Context: an optimization exercise on an open-source flow, tuned for small area, a short achievable clock period and few clock cycles per item. The choices shown serve that exercise and are no tape-out recipe. No run shown here included a check of the RTL's function; only the layout flow was run. Power and IR drop assume default switching activity.

==> design.v <==
module muldiv(clk, reset, CtoM, CtoD, A, B, High, Low, MtoC, DtoC, DivZero);
  input clk;
  input reset;
  input CtoM;
  input CtoD;
  input [31:0] A;
  input [31:0] B;
  output [31:0] High;
  output [31:0] Low;
  output MtoC;
  output DtoC;
  output DivZero;
  reg s_abs, s_setup, s_iter, s_fix;
  reg [31:0] H, L, M;
  reg [5:0] cnt;
  reg [4:0] shamt;
  reg ashort, bzero;
  reg isdiv, sA, sB;
  reg mdone, ddone, dzero;
  assign High = H;
  assign Low = L;
  assign MtoC = mdone;
  assign DtoC = ddone;
  assign DivZero = dzero;
  function [5:0] blen;
    input [31:0] x;
    reg [15:0] h;
    reg [7:0] q;
    reg [3:0] o;
    reg [1:0] t;
    reg [4:0] z;
    begin
      z[4] = (x[31:16] == 16'd0);
      h = z[4] ? x[15:0] : x[31:16];
      z[3] = (h[15:8] == 8'd0);
      q = z[3] ? h[7:0] : h[15:8];
      z[2] = (q[7:4] == 4'd0);
      o = z[2] ? q[3:0] : q[7:4];
      z[1] = (o[3:2] == 2'd0);
      t = z[1] ? o[1:0] : o[3:2];
      z[0] = !t[1];
      blen = (x == 32'd0) ? 6'd0 : (6'd32 - {1'b0, z});
    end
  endfunction
  function [5:0] alen;
    input [31:0] x;
    reg [31:0] c;
    begin
      c = x ^ {32{x[31]}};
      alen = blen(c) + {5'd0, x[31] && ((c[31:1] & ~c[30:0]) == 31'd0)};
    end
  endfunction
  wire [5:0] la = alen(L);
  wire [5:0] lb = alen(H);
  wire a_sh = (la <= lb);
  wire [5:0] n = a_sh ? la : lb;
  wire [5:0] ldiff = la - lb;
  wire [5:0] nshift = 6'd32 - n;
  wire [31:0] sh_in = (!isdiv && ashort) ? L : H;
  wire [31:0] sh_out = sh_in << shamt;
  wire mstep = s_iter && !isdiv;
  wire dstep = s_iter && isdiv;
  wire [31:0] ax = mstep ? {L[30:0], 1'b0} :
                   (s_abs ? (L ^ {32{sA}}) : (dstep ? L : ~L));
  wire [31:0] ay = mstep ? (H[31] ? M : 32'd0) : (dstep ? ~M : 32'd0);
  wire acin = s_abs ? sA : !mstep;
  wire [32:0] asum = {1'b0, ax} + {1'b0, ay} + {32'd0, acin};
  wire ac = asum[32];
  wire [31:0] hx = mstep ? {H[30:0], L[31]} : (s_abs ? (H ^ {32{sB}}) : ~H);
  wire [31:0] hx1 = hx + 32'd1;
  wire lzero = (L == 32'd0);
  wire hci = s_abs ? sB : (mstep ? ac : (isdiv || lzero));
  wire [31:0] hsum = hci ? hx1 : hx;
  wire negH = sA ^ sB;
  wire negL = isdiv ? sA : (sA ^ sB);
  wire last = (cnt == 6'd1);
  wire czero = (cnt == 6'd0);
  always @(posedge clk) begin
    mdone <= 1'b0;
    ddone <= 1'b0;
    if (reset) begin
      s_abs <= 1'b0;
      s_setup <= 1'b0;
      s_iter <= 1'b0;
      s_fix <= 1'b0;
      dzero <= 1'b0;
    end
    else begin
      if (CtoM || CtoD) begin
        H <= B;
        L <= A;
        sA <= A[31];
        sB <= B[31];
        isdiv <= CtoD;
        s_abs <= 1'b1;
      end
      if (s_abs) begin
        L <= asum[31:0];
        H <= hsum;
        ashort <= a_sh;
        bzero <= (lb == 6'd0);
        if (isdiv) begin
          shamt <= ldiff[4:0];
          cnt <= (la < lb) ? 6'd0 : ldiff + 6'd1;
        end
        else begin
          shamt <= nshift[4:0];
          cnt <= n;
        end
        s_abs <= 1'b0;
        s_setup <= 1'b1;
      end
      if (s_setup) begin
        s_setup <= 1'b0;
        if (!isdiv) begin
          M <= ashort ? H : L;
          H <= czero ? 32'd0 : sh_out;
          L <= 32'd0;
          if (czero) mdone <= 1'b1;
          else s_iter <= 1'b1;
        end
        else begin
          M <= sh_out;
          H <= 32'd0;
          dzero <= bzero;
          if (bzero) ddone <= 1'b1;
          else if (czero) begin
            if (sA) s_fix <= 1'b1;
            else ddone <= 1'b1;
          end
          else s_iter <= 1'b1;
        end
      end
      if (s_iter) begin
        cnt <= cnt - 6'd1;
        if (isdiv) begin
          if (ac) L <= asum[31:0];
          H <= {H[30:0], ac};
          M <= {1'b0, M[31:1]};
        end
        else begin
          L <= asum[31:0];
          H <= hsum;
        end
        if (last) begin
          s_iter <= 1'b0;
          if (isdiv ? (sA || sB) : (sA ^ sB)) s_fix <= 1'b1;
          else begin
            mdone <= !isdiv;
            ddone <= isdiv;
          end
        end
      end
      if (s_fix) begin
        if (negL) L <= asum[31:0];
        if (negH) H <= hsum;
        s_fix <= 1'b0;
        mdone <= !isdiv;
        ddone <= isdiv;
      end
    end
  end
endmodule
==> run.sh <==
#!/bin/bash
# synth_recipe.tcl (not shown) runs the flow's synth.tcl, then flattens the netlist and writes it again
# the make line also repeats each setting of config.mk as NAME=value (left out here)
make -C /OpenROAD-flow-scripts/flow DESIGN_CONFIG=/design/flow/config.mk WORK_HOME=/design/flow/orfs CLKGATE_MAP_FILE= SYNTH_SCRIPT=/design/flow/synth_recipe.tcl finish
==> config.mk <==
export PLATFORM = sky130hd
export DESIGN_NAME = muldiv
export DESIGN_NICKNAME = muldiv
export VERILOG_FILES = /design/flow/design.v
export SDC_FILE = /design/flow/constraint.sdc
export NUM_CORES = 4
export LEC_CHECK = 0
export ABC_CLOCK_PERIOD_IN_PS = 3000
export CAP_MARGIN = 20
export CORE_MARGIN = 2
export CORE_UTILIZATION = 40
export SETUP_SLACK_MARGIN = 5.0
export SLEW_MARGIN = 20
==> constraint.sdc <==
create_clock -name core_clock -period 8.0 [get_ports {clk}]
set_input_delay 1.6000 -clock core_clock [delete_from_list [all_inputs] [get_ports {clk}]]
set_output_delay 1.6000 -clock core_clock [all_outputs]
set_load 0.01 [all_outputs]
==> out/qor.yml, run 1 <==
status: "no timing/DRC/antenna violations"
r2r_start: "L[31]"
cp_common_cell: "buf_4"
cp-start-kind: "flip-flop"
drt-pass1-iter-count: 8
setup_ws_ns: 2.39
ys.warnings.count: 1
grt_pass1_vias: 18800
tns_ns: 0
synth-seq-cells: 119
die_w_um: 209
cts_tree: "done"
die_y_um: 209
slowest_stage: "a2111o_2"
async_flop_share_pct: 0
die_area_sq_um: 43500
power_leakage_nw: 9.76
core_sq_um: 41100
port_buffers: 134
htreeDepth: 4
synth_enable_flop_cells: 112
cp_cell_sequence: "buf_4, buf_12, or4_4, a21oi_4, nand3b_1, a2111o_2, a21boi_4, o21ai_4, or2_1, a21oi_2, ha_4, and3_4, o211ai_2, mux2_4, ha_4, buf_4, nand4_1, o21a_4, buf_4, mux2i_4, and2_4, o2111ai_2, xor2_1, o21ai_1"
ys.flop_type: "edfxtp_1"
syn_to_final_growth_pct: 43.0
numCtsBuffers: 17
ctsHoldBuffers: 0
drv_cap: 0
synth.distinct_cells: 102
rr_worst_depth: 24
rsz0062_at_grt: "yes"
grtUsageTotal_pct: 38.6
num_vias: 20300
arrival_ns: 5.82
setup.worst_path.end: "shamt[4]"
io_pins: 135
ir_drop_uv: 206
critical_path.startpoint: "L[31]"
insertion_delay_ns: 0.47
worst_slew_pin_slew_ns: 1.23
vias_per_cell: 6.63
clockRootBuffer: "clkbuf_16"
drv_slew: 0
wl_per_cell_um: 28.3
r2r_end: "shamt[4]"
synth.largest_area_cell: "edfxtp_1"
r2r_slack_ns: 2.39
cellPowerDensity_nw_per_um2: 197
dr.first_iter.drc_count: 2701
wl_um: 86800
drive_gt1_share_pct: 29.7
finClkSkew_ns: 0.0133
dp_hpwl_um: 56200
synth_top_area_share_pct: 20.1
grt_max_degree: 62
dp_slack_ns: 1.11
clockBufferDepth: 2
crit_fanout: 21
clock.fmax_mhz: 178
period_share_pct: 70.1
cts_sinks: 119
slowest_delay_ns: 0.54
syn_area_per_cell_sq_um: 7.57
max-slew-margin-rel_pct: 18.1
hp-class: "reg2reg"
synthesis.area_sq_um: 16700
ant_nets: 0
post-route-util_pct: 58.2
clk_pin_slew_ns: 0.06
std_cell_rows: 74
endpoint_kind: "flip-flop"
critical_path_class: "reg2reg"
initial_core_util_pct: 40.7
drc_errors: 0
syn_nets: 2329
finalHoldViolations: 0
grt-ovfl-total: 0
grt_antenna_before_repair: 6
finalCriticalPeriod_ns: 5.61
nets: 2639
synth_area_leaders: "edfxtp_1, mux2i_1, nand2_1, a21oi_1, xnor2_1"
fin_hold_ws_ns: 0.465
finalPower_mw: 4.72
grt_pass1_wl_um: 125000
required_ns: 8.21
gp_congestion: 0.974
setup_viol: 0
synth-seq-area-share_pct: 20.9
syn_inst: 2211
[report_power, final]
group | switching (mW) | leakage (nW) | internal (mW)
logic | 1.69 | 8.33 | 1.31
clock network | 0.347 | 0.273 | 0.487
registers | 0.0886 | 1.16 | 0.799
total | 2.12 | 9.76 | 2.60
[repair_timing]
action	in CTS	in global routing
pin swaps	77	38
endpoints found under the setup margin	270	218
gates resized for setup	608	84
gates cloned	14	0
buffers inserted	235	49
[registers in the layout (all words and copies together) (netlist names)]
register / cells
s_iter: 1
ddone: 1
shamt: 5
sA: 1
H: 32
cnt: 6
s_setup: 1
s_fix: 1
M: 32
dzero: 1
isdiv: 1
s_abs: 1
sB: 1
mdone: 1
ashort: 1
bzero: 1
L: 32
[critical path: cells and delay by family (launching register included)]
family                     cells  cell delay (ns)
and+or+nand+nor                6             1.33
muxes                          2             0.55
adders and majority gates      2             0.45
buffers and inverters          4             0.58
DFF                            1             0.42
xor gates and xnor gates       1             0.17
AOI/OAI and AO/OA              9             1.82
[placed cells by master (no fill, tap or decap), types with 11 or more instances in the layout]
master and n:
dlygate4sd2_1 21, nand3_1 38, clkbuf_16 17, mux2i_2 19, mux2i_4 11, mux4_2 25
o21ai_1 27, nand2_1 281, xnor2_1 89, ha_1 36, o22ai_1 32, a21o_1 53
xor2_1 46, nor3_1 30, buf_4 208, buf_2 17, edfxtp_1 112, clkdlybuf4s50_1 68
mux2i_1 114, nor2b_1 14, inv_1 64, nand2b_1 15, nand4_1 28, o21ai_0 115
buf_12 36, a211oi_1 22, a22oi_1 12, or3_1 11, o211ai_1 30, a21oi_1 182
o221ai_1 18, nor2_4 12, a21oi_2 15, buf_8 20, nor2_1 150, a221oi_1 11
buf_6 119
[cell usage after synthesis (9+ instances only)]
master    count
nand3_1      43
o21ai_1      18
ha_1         47
buf_2        32
a21oi_1     204
nand2_1     291
a221oi_1     13
a211o_1      10
a22oi_1      14
or2_2        10
mux2i_1     143
nor3_1       44
nor4_1       14
and2_1       10
a31oi_1      10
nor2b_1      19
mux4_2       25
o211ai_1     30
xnor2_1      96
nand2b_1     18
nand4_1      28
mux2_2        9
a311oi_1     19
o221ai_1     21
or4_1        13
inv_1        70
a21o_1       55
a211oi_1     27
clkbuf_1    153
buf_1        29
o21a_1       11
o22ai_1      43
xor2_1       50
or3_1        12
and3_1        9
nor2_1      170
o21ai_0     138
edfxtp_1    112
[logic make-up after synthesis]
family                     synth area share, %
buffers and inverters                     6.74
xor gates and xnor gates                  7.73
adders and majority gates                 3.93
muxes                                     12.8
AOI/OAI and AO/OA                         28.6
and+or+nand+nor                           19.3
DFF                                       20.9
[per-stage QoR]
stage	cells	instance area [sq um]
6_report	3071	23900
3_5_place_dp	2734	18900
2_1_floorplan	2211	17300
4_1_cts	3015	23200
3_3_place_gp	2734	18800
5_1_grt	3068	23900
[how the worst min path moves through the flow]
stage / from / endpoint / slack, ns / depth (start not counted)
4_1_cts: dzero / dzero / 0.47 / 2
3_3_place_gp: dzero / dzero / 0.47 / 2
6_report: dzero / dzero / 0.47 / 2
5_1_grt: dzero / dzero / 0.52 / 2
3_5_place_dp: dzero / dzero / 0.46 / 2
2_1_floorplan: s_fix / s_fix / 0.47 / 1
[metal layers]
| layer | track usage [%] | vias to the layer above | part of all wire, % |
|---|---|---|---|
| li1 | - | 8859 | - |
| met1 | 51.8 | 9764 | 40 |
| met2 | 56.0 | 1400 | 42 |
| met3 | 11.6 | 321 | 13 |
| met4 | 19.6 | 4 | 5.6 |
| met5 | 0 | - | 0.032 |
[cell type report]
type | instances | area (sq um)
Clock inverter | 13 | 155
Sequential cell | 119 | 3510
Fill cell | 3696 | 17200
Timing Repair Buffer | 497 | 5050
Inverter | 71 | 282
Timing Repair inverter | 1 | 7.51
Tap cell | 532 | 666
Multi-Input combinational cell | 1814 | 13800
Clock buffer | 19 | 433
Antenna cell | 5 | 12.5
==> run 2, diff against run 1 <==
--- a/config.mk
+++ b/config.mk
@@ -7,3 +7,3 @@
 export LEC_CHECK = 0
-export ABC_CLOCK_PERIOD_IN_PS = 3000
+export ABC_CLOCK_PERIOD_IN_PS = 5000
 export CAP_MARGIN = 20
@@ -11,3 +11,3 @@
 export CORE_UTILIZATION = 40
-export SETUP_SLACK_MARGIN = 5.0
+export SETUP_SLACK_MARGIN = 3.0
 export SLEW_MARGIN = 20
==> run 2 against run 1 <==
Sequential share of layout area grew 1.9 points. Fmax shrank 2.8%. Critical path depth rose by 2. Final cell count down 5.0%. Clock power is essentially flat. Via count decreased by 4.7%. Non-clock buffer count is 143 lower. Synthesized cell count did not move. Still clean on timing, DRC and antenna. Worst hold slack improved by 0.035 ns. Routed wire length down 9.8%. Clock-buffer cell count decreased by 2. Clock skew hardly changed.
==> out/qor.yml, run 2 <==
worst_slew_pin_slew_ns: 1.07
grtUsageTotal_pct: 34.7
synth.most_common_cell: "nand2_1"
setup_viol: 0
die_y_um: 209
min_path_cells: 2
p_int_mw: 2.32
finalHoldViolations: 0
async_flop_share_pct: 0
cts_tree: "done"
antenna_cells: 0
synth.largest_area_cell: "edfxtp_1"
synthesis.area_sq_um: 16700
tns_ns: 0
clockBufferDepth: 2
grt_pass1_wl_um: 115000
numCtsBuffers: 17
final_cell_mix: "nand2_1, a21oi_1, buf_4, nor2_1, mux2i_1"
htreeDepth: 4
placed_area_sq_um: 18600
clockPowerShare_pct: 19.6
num_vias: 19400
cp-start-kind: "flip-flop"
post-route-util_pct: 51.5
initial_core_util_pct: 40.7
required_ns: 8.21
nets: 2491
die_area_sq_um: 43500
grt_antenna_before_repair: 1
die_w_um: 209
yosys-top-cells-count: "nand2_1, a21oi_1, nor2_1"
layout_commonest_cell: "nand2_1"
std_cell_rows: 74
syn_to_final_growth_pct: 26.3
drv_slew: 0
syn_nets: 2329
p_sw_mw: 1.91
status: "no timing/DRC/antenna violations"
finalCriticalPeriod_ns: 5.77
insertion_delay_ns: 0.46
dr.first_iter.drc_count: 2496
drc_errors: 0
grt-ovfl-total: 0
io_pins: 135
period_share_pct: 72.1
min_to: "dzero"
grt_pass1_vias: 18100
syn_inst: 2211
clock.fmax_mhz: 173
endpoint_kind: "flip-flop"
core_sq_um: 41100
max-slew-margin-rel_pct: 28.3
power_leakage_nw: 8.54
arrival_ns: 5.98
r2r_end: "shamt[4]"
clockRootBuffer: "clkbuf_16"
ant_nets: 0
drive_gt1_share_pct: 18.3
final_cells: 2918
r2r_slack_ns: 2.23
synth_enable_flop_cells: 112
hp-class: "reg2reg"
syn_area_per_cell_sq_um: 7.57
power_frac_seq_pct: 22.2
placedCellCount: 2730
port_buffers: 134
cts_sinks: 119
fin_hold_ws_ns: 0.501
crit_fanout: 12
finClkSkew_ns: 0.0133
critical_path_class: "reg2reg"
ys.flop_type: "edfxtp_1"
cellPowerDensity_nw_per_um2: 200
clk_pin_slew_ns: 0.07
rr_worst_depth: 26
synth_top_area_share_pct: 20.1
synth_area_leaders: "edfxtp_1, mux2i_1, nand2_1, a21oi_1, xnor2_1"
drv_cap: 0
synth-seq-cells: 119
synth.distinct_cells: 102
r2r_start: "H[28]"
final_cell_area_sq_um: 21200
wl_per_cell_um: 26.8
grt_max_degree: 57
ir_drop_uv: 149
dp_hpwl_um: 54000
gp_congestion: 0.979
hold_path_startpoint: "dzero"
rsz0062_at_grt: "yes"
ys.warnings.count: 1
sw_frac_of_total_pct: 45.2
drt-pass1-iter-count: 6
vias_per_cell: 6.64
top_regs: "H: 32 flops, L: 32 flops, M: 32 flops"
wl_um: 78300
p_comb_share_pct: 58.1
ctsHoldBuffers: 0
synth-seq-area-share_pct: 20.9
[run 2: area by class of cell]
| type | instances | area [sq um] |
|---|---|---|
| Timing Repair Buffer | 354 | 3230 |
| Fill cell | 3950 | 20000 |
| Tap cell | 532 | 666 |
| Clock inverter | 15 | 179 |
| Clock buffer | 17 | 425 |
| Multi-Input combinational cell | 1810 | 12900 |
| Sequential cell | 119 | 3510 |
| Inverter | 71 | 284 |
[run 2: routing by layer]
metal	global-route usage (%)	share of wire (%)	vias to the layer above
met5	0	0	-
met4	16.2	4.9	0
met3	8.78	13	259
met2	50.7	42	1350
met1	47.9	40	9248
li1	-	-	8533
[run 2: cell families (layout without fill, tap and decap cells)]
| logic type | Yosys count | count (layout) | synth area share [%] |
|---|---|---|---|
| muxes | 180 | 180 | 12.8 |
| xor gates and xnor gates | 147 | 147 | 7.73 |
| DFF | 119 | 119 | 20.9 |
| adders and majority gates | 51 | 51 | 3.93 |
| buffers and inverters | 287 | 457 | 6.74 |
| AOI/OAI and AO/OA | 722 | 724 | 28.6 |
| and+or+nand+nor | 705 | 708 | 19.3 |
[run 2: worst max-delay path by stage]
stage / start / endpoint / slack [ns] / depth (start not counted)
2_1_floorplan: L[31] / shamt[4] / 2.45 / 34
3_3_place_gp: L[31] / shamt[4] / 1.20 / 25
3_5_place_dp: L[31] / shamt[4] / 1.17 / 25
4_1_cts: L[19] / shamt[3] / 2.47 / 27
5_1_grt: L[19] / shamt[2] / 1.99 / 27
6_report: H[28] / shamt[4] / 2.23 / 26
[run 2: stage by stage]
| stage | worst slack, ns | total power, mW |
|---|---|---|
| 2_1_floorplan | 2.45 | 2.33 |
| 3_3_place_gp | 1.20 | 3.00 |
| 3_5_place_dp | 1.17 | 3.01 |
| 4_1_cts | 2.47 | 4.06 |
| 5_1_grt | 1.99 | 4.39 |
| 6_report | 2.23 | 4.23 |
[run 2: what timing repair did]
| action | CTS | global route |
|---|---|---|
| gates resized for setup | 111 | 43 |
| gates cloned | 8 | 1 |
| setup endpoints to repair | 76 | 47 |
| setup buffers | 121 | 26 |
| pin swaps | 50 | 37 |
[run 2: power by group through the flow]
stage	Sequential [mW]	Clock [mW]	Combinational (mW)
3_5_place_dp	0.989	0	2.02
5_1_grt	0.945	0.852	2.59
4_1_cts	0.935	0.829	2.29
6_report	0.941	0.831	2.46
2_1_floorplan	0.893	0	1.43
3_3_place_gp	0.988	0	2.01
[run 2: critical path, stage by stage, from the launching register on]
cell       delay (ns)
edfxtp_1         0.58
or4_1            0.47
mux2i_1          0.21
nand4_1          0.19
buf_4            0.17
buf_4            0.12
buf_4            0.12
buf_6            0.14
o21ai_0          0.31
a32oi_2          0.15
o21ai_1          0.19
a31oi_1          0.12
ha_2             0.38
ha_2             0.18
inv_1            0.06
fa_2             0.36
a21o_1           0.17
a21oi_2          0.16
o21bai_1         0.09
a21o_1           0.19
buf_4            0.14
o21a_2           0.14
or3_4            0.34
o2111ai_4        0.10
o2111ai_2        0.15
xor2_1           0.18
o21ai_1          0.07
==> run 3, diff against run 2 <==
--- a/design.v
+++ b/design.v
@@ -13,6 +13,6 @@
   reg s_abs, s_setup, s_iter, s_fix;
-  reg [31:0] H, L, M;
-  reg [5:0] cnt;
-  reg [4:0] shamt;
-  reg ashort, bzero;
+  reg [31:0] H, L;
+  reg [32:0] M;
+  reg [4:0] cnt, shamt;
+  reg ashort, zflag, bzero;
   reg isdiv, sA, sB;
@@ -24,3 +24,3 @@
   assign DivZero = dzero;
-  function [5:0] blen;
+  function [5:0] lzc;
     input [31:0] x;
@@ -41,33 +41,24 @@
       z[0] = !t[1];
-      blen = (x == 32'd0) ? 6'd0 : (6'd32 - {1'b0, z});
+      lzc = (x == 32'd0) ? 6'd32 : {1'b0, z};
     end
   endfunction
-  function [5:0] alen;
-    input [31:0] x;
-    reg [31:0] c;
-    begin
-      c = x ^ {32{x[31]}};
-      alen = blen(c) + {5'd0, x[31] && ((c[31:1] & ~c[30:0]) == 31'd0)};
-    end
-  endfunction
-  wire [5:0] la = alen(L);
-  wire [5:0] lb = alen(H);
-  wire a_sh = (la <= lb);
-  wire [5:0] n = a_sh ? la : lb;
-  wire [5:0] ldiff = la - lb;
-  wire [5:0] nshift = 6'd32 - n;
+  wire [31:0] uA = sA ? {L[30:0], 1'b1} : L;
+  wire [31:0] wB = (sB && !isdiv) ? {H[30:0], 1'b1} : {H[31:1], H[0] | sB};
+  wire [5:0] zA = lzc(uA);
+  wire [5:0] zB = lzc(wB);
+  wire [6:0] zd = {1'b0, zB} - {1'b0, zA};
+  wire zd_neg = zd[6];
   wire [31:0] sh_in = (!isdiv && ashort) ? L : H;
-  wire [31:0] sh_out = sh_in << shamt;
+  wire [32:0] sh_out = {1'b0, sh_in} << shamt;
   wire mstep = s_iter && !isdiv;
   wire dstep = s_iter && isdiv;
-  wire [31:0] ax = mstep ? {L[30:0], 1'b0} :
-                   (s_abs ? (L ^ {32{sA}}) : (dstep ? L : ~L));
-  wire [31:0] ay = mstep ? (H[31] ? M : 32'd0) : (dstep ? ~M : 32'd0);
-  wire acin = s_abs ? sA : !mstep;
+  wire [31:0] ax = (mstep ? {L[30:0], 1'b0} : L) ^ {32{s_fix}};
+  wire [31:0] ay = (M[31:0] & {32{(mstep && H[31]) || dstep}}) ^ {32{dstep}};
+  wire acin = s_abs ? sA : (dstep || s_fix);
   wire [32:0] asum = {1'b0, ax} + {1'b0, ay} + {32'd0, acin};
   wire ac = asum[32];
-  wire [31:0] hx = mstep ? {H[30:0], L[31]} : (s_abs ? (H ^ {32{sB}}) : ~H);
+  wire ge = ac && !M[32];
+  wire [31:0] hx = (s_iter ? {H[30:0], L[31] && !isdiv} : H) ^ {32{s_fix}};
   wire [31:0] hx1 = hx + 32'd1;
-  wire lzero = (L == 32'd0);
-  wire hci = s_abs ? sB : (mstep ? ac : (isdiv || lzero));
+  wire hci = s_abs ? sB : (mstep ? ac : (dstep ? ge : (isdiv || (L == 32'd0))));
   wire [31:0] hsum = hci ? hx1 : hx;
@@ -75,4 +66,3 @@
   wire negL = isdiv ? sA : (sA ^ sB);
-  wire last = (cnt == 6'd1);
-  wire czero = (cnt == 6'd0);
+  wire last = (cnt == 5'd31);
   always @(posedge clk) begin
@@ -89,4 +79,4 @@
       if (CtoM || CtoD) begin
-        H <= B;
-        L <= A;
+        L <= A ^ {32{A[31]}};
+        H <= B ^ {32{B[31]}};
         sA <= A[31];
@@ -99,11 +89,13 @@
         H <= hsum;
-        ashort <= a_sh;
-        bzero <= (lb == 6'd0);
+        ashort <= zd_neg;
+        bzero <= zB[5];
         if (isdiv) begin
-          shamt <= ldiff[4:0];
-          cnt <= (la < lb) ? 6'd0 : ldiff + 6'd1;
+          shamt <= zd[4:0];
+          cnt <= ~zd[4:0];
+          zflag <= zd_neg;
         end
         else begin
-          shamt <= nshift[4:0];
-          cnt <= n;
+          shamt <= zd_neg ? zA[4:0] : zB[4:0];
+          cnt <= zd_neg ? zA[4:0] : zB[4:0];
+          zflag <= zd_neg ? zA[5] : zB[5];
         end
@@ -115,6 +107,6 @@
         if (!isdiv) begin
-          M <= ashort ? H : L;
-          H <= czero ? 32'd0 : sh_out;
+          M <= {1'b0, ashort ? H : L};
+          H <= zflag ? 32'd0 : sh_out[31:0];
           L <= 32'd0;
-          if (czero) mdone <= 1'b1;
+          if (zflag) mdone <= 1'b1;
           else s_iter <= 1'b1;
@@ -126,3 +118,3 @@
           if (bzero) ddone <= 1'b1;
-          else if (czero) begin
+          else if (zflag) begin
             if (sA) s_fix <= 1'b1;
@@ -134,7 +126,7 @@
       if (s_iter) begin
-        cnt <= cnt - 6'd1;
+        cnt <= cnt + 5'd1;
         if (isdiv) begin
-          if (ac) L <= asum[31:0];
-          H <= {H[30:0], ac};
-          M <= {1'b0, M[31:1]};
+          if (ge) L <= asum[31:0];
+          H <= hsum;
+          M <= {1'b0, M[32:1]};
         end
--- a/config.mk
+++ b/config.mk
@@ -7,3 +7,2 @@
 export LEC_CHECK = 0
-export ABC_CLOCK_PERIOD_IN_PS = 5000
 export CAP_MARGIN = 20
@@ -11,3 +10,2 @@
 export CORE_UTILIZATION = 40
-export SETUP_SLACK_MARGIN = 3.0
 export SLEW_MARGIN = 20
==> run 3 against run 2 <==
Still clean on timing, DRC and antenna. Sequential power increased by 8%. Clock-buffer cell count increased by 1. Utilization decreased by 5.2 points. First-iteration DRC count decreased by 41%. Critical endpoint is now cnt[0]. Largest cell class unchanged. Largest power group unchanged. Highest routed layer unchanged.
==> out/qor.yml, run 3 <==
status: "no timing/DRC/antenna violations"
htreeDepth: 4
endpoint_kind: "flip-flop"
post-route-util_pct: 46.3
ys.warnings.count: 1
wl_um: 60700
critical_path.startpoint: "sA"
die_area_sq_um: 40200
drv_cap: 0
min_to: "dzero"
top_regs: "M: 33 flops, H: 32 flops, L: 32 flops"
crit_fanout: 30
largest_register: "M"
port_buffers: 134
placedCellCount: 2326
cts_resized: 0
insertion_delay_ns: 0.47
regArea_sq_um: 3540
clk_pin_slew_ns: 0.07
finalPower_mw: 3.17
std_cell_rows: 71
ys.flop_type: "edfxtp_1"
drc_errors: 0
cellPowerDensity_nw_per_um2: 181
arrival_ns: 6.13
synth_area_leaders: "edfxtp_1, mux2i_1, xnor2_1, mux4_2, a21oi_1"
cp-start-kind: "flip-flop"
antenna_cells: 0
final_cells: 2358
clockRootBuffer: "clkbuf_16"
grt_pass1_wl_um: 91000
rr_worst_depth: 17
clockPowerShare_pct: 26.8
finalCriticalPeriod_ns: 5.95
die_y_um: 200
gp_congestion: 1.00
fillers: 3801
tns_ns: 0
ir_drop_uv: 156
hold_path_startpoint: "dzero"
die_w_um: 200
r2r_slack_ns: 2.05
yosys-top-cells-count: "nor2_1, a21oi_1, mux2i_1, xnor2_1, nand2_1"
grt_max_degree: 66
dr.first_iter.drc_count: 1469
p_int_mw: 1.87
core_sq_um: 37800
async_flop_share_pct: 0
synth.most_common_cell: "nor2_1"
synth_enable_flop_cells: 113
power_frac_seq_pct: 32.3
syn_inst: 1838
period_share_pct: 74.3
worst_slew_pin_slew_ns: 1.11
critical_path_class: "reg2reg"
finalHoldViolations: 0
rsz0062_at_grt: "no"
power_leakage_nw: 6.49
synth_top_area_share_pct: 22.0
drive_gt1_share_pct: 8.99
cts_sinks: 120
syn_area_per_cell_sq_um: 8.40
synth.distinct_cells: 98
finClkSkew_ns: 0.0201
largest_reg_flops: 33
initial_core_util_pct: 40.8
vias_per_cell: 6.37
drv_slew: 0
r2r_start: "sA"
p_sw_mw: 1.30
grtUsageTotal_pct: 29.6
multiInputGateArea_sq_um: 11000
synthesis.area_sq_um: 15400
grt-ovfl-total: 0
hp-class: "reg2reg"
p_comb_share_pct: 40.9
min_path_cells: 2
dp_hpwl_um: 44300
synth-seq-cells: 120
ant_nets: 0
max-slew-margin-rel_pct: 25.3
drt-pass1-iter-count: 7
setup_viol: 0
cts_tree: "done"
synth.largest_area_cell: "edfxtp_1"
final_cell_mix: "nor2_1, a21oi_1, mux2i_1, xnor2_1, nand2_1"
nets: 1946
synth-seq-area-share_pct: 22.9
syn_nets: 1950
required_ns: 8.18
layout_commonest_cell: "nor2_1"
clock.fmax_mhz: 168
wl_per_cell_um: 25.8
ctsHoldBuffers: 0
postCtsSetupRepairBufs: 0
grt_antenna_before_repair: 0
syn_to_final_growth_pct: 13.4
num_vias: 15000
io_pins: 135
grt_pass1_vias: 14200
numCtsBuffers: 17
clockBufferDepth: 2
sw_frac_of_total_pct: 41.0
r2r_end: "cnt[0]"
-- run 3: worst max-delay path, stage by stage (launching register included) --
cell and delay [ns]:
edfxtp_1 1.02, inv_1 0.50, a211oi_1 0.45, and4_1 0.29
o21ai_1 0.24, o32ai_1 0.48, o32a_1 0.20, o22ai_1 0.14
ha_1 0.28, fa_1 0.47, nor2b_1 0.13, o21ai_0 0.14
a21oi_1 0.22, o21ai_0 0.10, nand2b_1 0.34, inv_1 0.22
a211oi_2 0.34, o31ai_1 0.12
-- run 3: logic make-up after synthesis --
group,Yosys count,share of synthesized area [%]
AO/OA/AOI/OAI,564,24.2
XOR/XNOR,176,9.98
adder cells (fa/ha/maj),44,3.71
buffers and inverters,226,6.01
flip-flops,120,22.9
multiplexers,208,17.6
AND/OR/NAND/NOR,500,15.6
-- run 3: how the worst max path moves through the flow --
| stage | end | slack, ns | depth (start not counted) |
|---|---|---|---|
| 4_1_cts | cnt[0] | 2.10 | 17 |
| 5_1_grt | L[3] | 1.60 | 16 |
| 3_3_place_gp | cnt[0] | 2.16 | 17 |
| 2_1_floorplan | L[31] | 2.50 | 21 |
| 6_report | cnt[0] | 2.05 | 17 |
| 3_5_place_dp | cnt[0] | 2.13 | 17 |
-- run 3: cell type report --
cell class	instances	area share [%]
clock buffers	18	2.51
clock inverters	14	0.993
inverters	41	0.893
multi-input cells	1492	62.9
flip-flops and latches	120	20.2
well taps	511	3.65
repair buffers	162	8.80
-- run 3: power by group through the flow --
stage,combinational [mW],clock (mW),sequential [mW]
finish,1.30,0.850,1.02
global route,1.39,0.873,1.03
CTS,1.28,0.851,1.01
detailed placement,1.27,0,1.02
global placement,1.26,0,1.02
floorplan,0.939,0,0.871
-- run 3: metrics by stage --
step / setup slack (ns) / hold WS, ns / instance area [sq um]
after floorplan: 2.50 / 0.481 / 15400
after global placement: 2.16 / 0.448 / 16900
after detailed placement: 2.13 / 0.446 / 16900
after CTS: 2.10 / 0.455 / 17500
after global routing: 1.60 / 0.506 / 17500
final: 2.05 / 0.457 / 17500
-- run 3: layer usage --
metal / global-route usage [%] / vias to the layer above / share of wire (%)
met5: 0 / - / 0
li1: - / 6851 / -
met2: 46.3 / 764 / 45
met3: 4.16 / 151 / 7.9
met4: 14.5 / 0 / 4.9
met1: 40.3 / 7256 / 42
==> run 4, diff against run 3 <==
--- a/config.mk
+++ b/config.mk
@@ -7,2 +7,3 @@
 export LEC_CHECK = 0
+export ABC_CLOCK_PERIOD_IN_PS = 3000
 export CAP_MARGIN = 20
@@ -10,2 +11,3 @@
 export CORE_UTILIZATION = 40
+export SETUP_SLACK_MARGIN = 4.5
 export SLEW_MARGIN = 20
==> run 4 against run 3 <==
Still clean. Synthesized cell count is the same. Utilization grew 7.2 points. Routed wire length grew 15%. Via count grew 11%. Sequential power shrank about 10%. Synthesized area is the same. Clock-buffer cell count is the same. Clock power shrank 3.5%. Largest power group unchanged. Highest routed layer unchanged.
==> out/qor.yml, run 4 <==
synth.most_common_cell: "nor2_1"
insertion_delay_ns: 0.47
syn_inst: 1838
grt_pass1_wl_um: 102000
arrival_ns: 4.72
drv_slew: 0
finalCriticalPeriod_ns: 4.52
num_vias: 16700
crit_fanout: 7
required_ns: 8.20
grt_pass1_vias: 15600
numCtsBuffers: 17
largest_register: "M"
ctsHoldBuffers: 0
drv_cap: 0
core_sq_um: 37800
yosys-top-cells-count: "nor2_1, a21oi_1, mux2i_1, xnor2_1, nand2_1"
grt-ovfl-total: 0
syn_to_final_growth_pct: 31.0
power_leakage_nw: 7.67
synth.largest_area_cell: "edfxtp_1"
antenna_cells: 0
ys.flop_type: "edfxtp_1"
tns_ns: 0
async_flop_share_pct: 0
clk_pin_slew_ns: 0.06
ant_nets: 0
status: "no timing/DRC/antenna violations"
p_comb_share_pct: 50.7
gp_congestion: 0.956
largest_reg_flops: 33
nets: 2158
finalHoldViolations: 0
p_sw_mw: 1.46
cts_tree: "done"
ys.warnings.count: 1
fillers: 3522
die_y_um: 200
htreeDepth: 4
initial_core_util_pct: 40.8
cp-start-kind: "flip-flop"
syn_area_per_cell_sq_um: 8.40
clockRootBuffer: "clkbuf_16"
finClkSkew_ns: 0.00868
drc_errors: 0
clockBufferDepth: 2
grtUsageTotal_pct: 33.4
drt-pass1-iter-count: 6
std_cell_rows: 71
clockPowerShare_pct: 23.3
dp_hpwl_um: 45000
dr.first_iter.drc_count: 1741
grt_max_degree: 67
cellPowerDensity_nw_per_um2: 174
io_pins: 135
wl_per_cell_um: 27.1
max-slew-margin-rel_pct: 27.1
synth_enable_flop_cells: 113
synth-seq-area-share_pct: 22.9
dp_slack_ns: 2.51
final_cell_area_sq_um: 20200
top_regs: "M: 33 flops, H: 32 flops, L: 32 flops"
rsz0062_at_grt: "yes"
drive_gt1_share_pct: 23.8
worst_slew_pin_slew_ns: 1.09
setup_viol: 0
final_cell_mix: "buf_4, nor2_1, xnor2_1, a21oi_1, mux2i_1"
endpoint_kind: "flip-flop"
synth.distinct_cells: 98
grt_antenna_before_repair: 0
layout_commonest_cell: "buf_4"
synth_area_leaders: "edfxtp_1, mux2i_1, xnor2_1, mux4_2, a21oi_1"
setup_ws_ns: 3.48
critical_path_class: "reg2reg"
placed_area_sq_um: 17100
cts_sinks: 120
clock.fmax_mhz: 221
synth-seq-cells: 120
syn_nets: 1950
wl_um: 69800
synth_top_area_share_pct: 22.0
synthesis.area_sq_um: 15400
port_buffers: 134
die_area_sq_um: 40200
ir_drop_uv: 171
vias_per_cell: 6.48
period_share_pct: 56.5
sw_frac_of_total_pct: 41.4
p_int_mw: 2.06
power_frac_seq_pct: 26.0
die_w_um: 200
hp-class: "reg2reg"
-- run 4: cell counts after synthesis --
Identical to the previous run, type by type.
-- run 4: power by group through the flow --
stage | logic, mW | clock network [mW] | registers, mW
global route | 1.88 | 0.846 | 0.919
finish | 1.78 | 0.820 | 0.916
floorplan | 0.973 | 0 | 0.871
CTS | 1.58 | 0.816 | 0.924
detailed placement | 1.30 | 0 | 1.01
global placement | 1.30 | 0 | 1.01
-- run 4: repair_timing --
action,in CTS,in global routing
cloned,14,3
gates resized for setup,113,71
endpoints found under the setup margin,170,110
pin swaps,39,22
setup buffers,121,69
-- run 4: layer usage --
metal  routed length, um  part of all wire [%]  vias to the layer above  track usage (%)
li1                    -                     -                     7309                -
met4                4180                   6.0                        0             17.2
met5                   0                     0                        -                0
met3                6160                   8.8                      242             5.24
met2               31800                    46                     1059             53.9
met1               27600                    40                     8049             43.4
-- run 4: cell type report --
| cell class | count | area [sq um] | area share (%) |
|---|---|---|---|
| Sequential cell | 120 | 3540 | 17.5 |
| Clock inverter | 14 | 149 | 0.736 |
| Inverter | 41 | 205 | 1.01 |
| Clock buffer | 18 | 439 | 2.17 |
| Tap cell | 511 | 639 | 3.16 |
| Timing Repair inverter | 3 | 21.3 | 0.105 |
| Multi-Input combinational cell | 1503 | 11900 | 58.9 |
| Timing Repair Buffer | 360 | 3320 | 16.4 |
-- run 4: worst paths after layout --
check | from | end | slack [ns] | cells after the start
min reg2reg | dzero | dzero | 0.45 | 2
min | dzero | dzero | 0.45 | 2
max reg2reg | H[21] | cnt[3] | 3.48 | 20
max | H[21] | cnt[3] | 3.48 | 20
-- run 4: cell families after synthesis --
| kind of cell | Yosys count | share of synthesized area [%] |
|---|---|---|
| buf+inv | 226 | 6.01 |
| flops | 120 | 22.9 |
| simple gates | 500 | 15.6 |
| compound gates | 564 | 24.2 |
| xor+xnor | 176 | 9.98 |
| mux | 208 | 17.6 |
| fa+ha+maj | 44 | 3.71 |
-- run 4: metrics by stage --
stage	power, mW	hold WS, ns	utilization, %	std cells
finish	3.52	0.453	53.5	2570
global route	3.64	0.475	53.5	2570
CTS	3.32	0.457	51.1	2496
detailed placement	2.32	0.448	45.2	2329
global placement	2.31	0.446	45.2	2329
floorplan	1.84	0.477	-	1838
-- run 4: critical path, stage by stage, from the launching register on --
cell and delay (ns):
edfxtp_1 0.44, or4_4 0.55, a211oi_4 0.26, buf_6 0.15, buf_8 0.12, a311oi_2 0.11, a22o_1 0.29, a22oi_2 0.19
a211o_1 0.19, o211ai_1 0.11, ha_2 0.22, fa_2 0.38, nor2b_2 0.15, o21ai_2 0.09, a21oi_2 0.18, o21ai_2 0.11
nand2b_4 0.15, mux2i_4 0.27, a21boi_1 0.09, nor2_1 0.13, a21oi_1 0.06

-- separate check: timing with driven ports --
The results above use ideal ports. As a check the final layouts listed here were re-extracted and re-timed, cells and wires unchanged. Step 1 assumes that a clkbuf_16 drives the clock port and a buf_2 every other input. Step 2 adds t to the input delays and takes it off the output delays; t is the mean of the earliest and latest rising clock arrival at the registers after step 1. Input paths then give back, and output paths get back, about the clock's delay inside the block. a / b / c = ideal ports / drivers / drivers and shift; a / b = the first two.
| run | t (ns) | setup WS [ns] | worst setup path at the end | latest minus earliest clock arrival (ns) | pins driven straight from the clock port |
|---|---|---|---|---|---|
| run 1 | 0.519 | 2.393 / 2.393 / 2.393 | register to register | 0.014 / 0.014 | 1 |
| run 2 | 0.512 | 2.234 / 2.234 / 2.234 | register to register | 0.014 / 0.014 | 1 |
| run 3 | 0.511 | 2.052 / 2.052 / 2.052 | register to register | 0.021 / 0.020 | 1 |
| run 4 | 0.516 | 3.481 / 3.481 / 3.481 | register to register | 0.009 / 0.009 | 1 |
After both steps setup and hold are still met in every run listed.
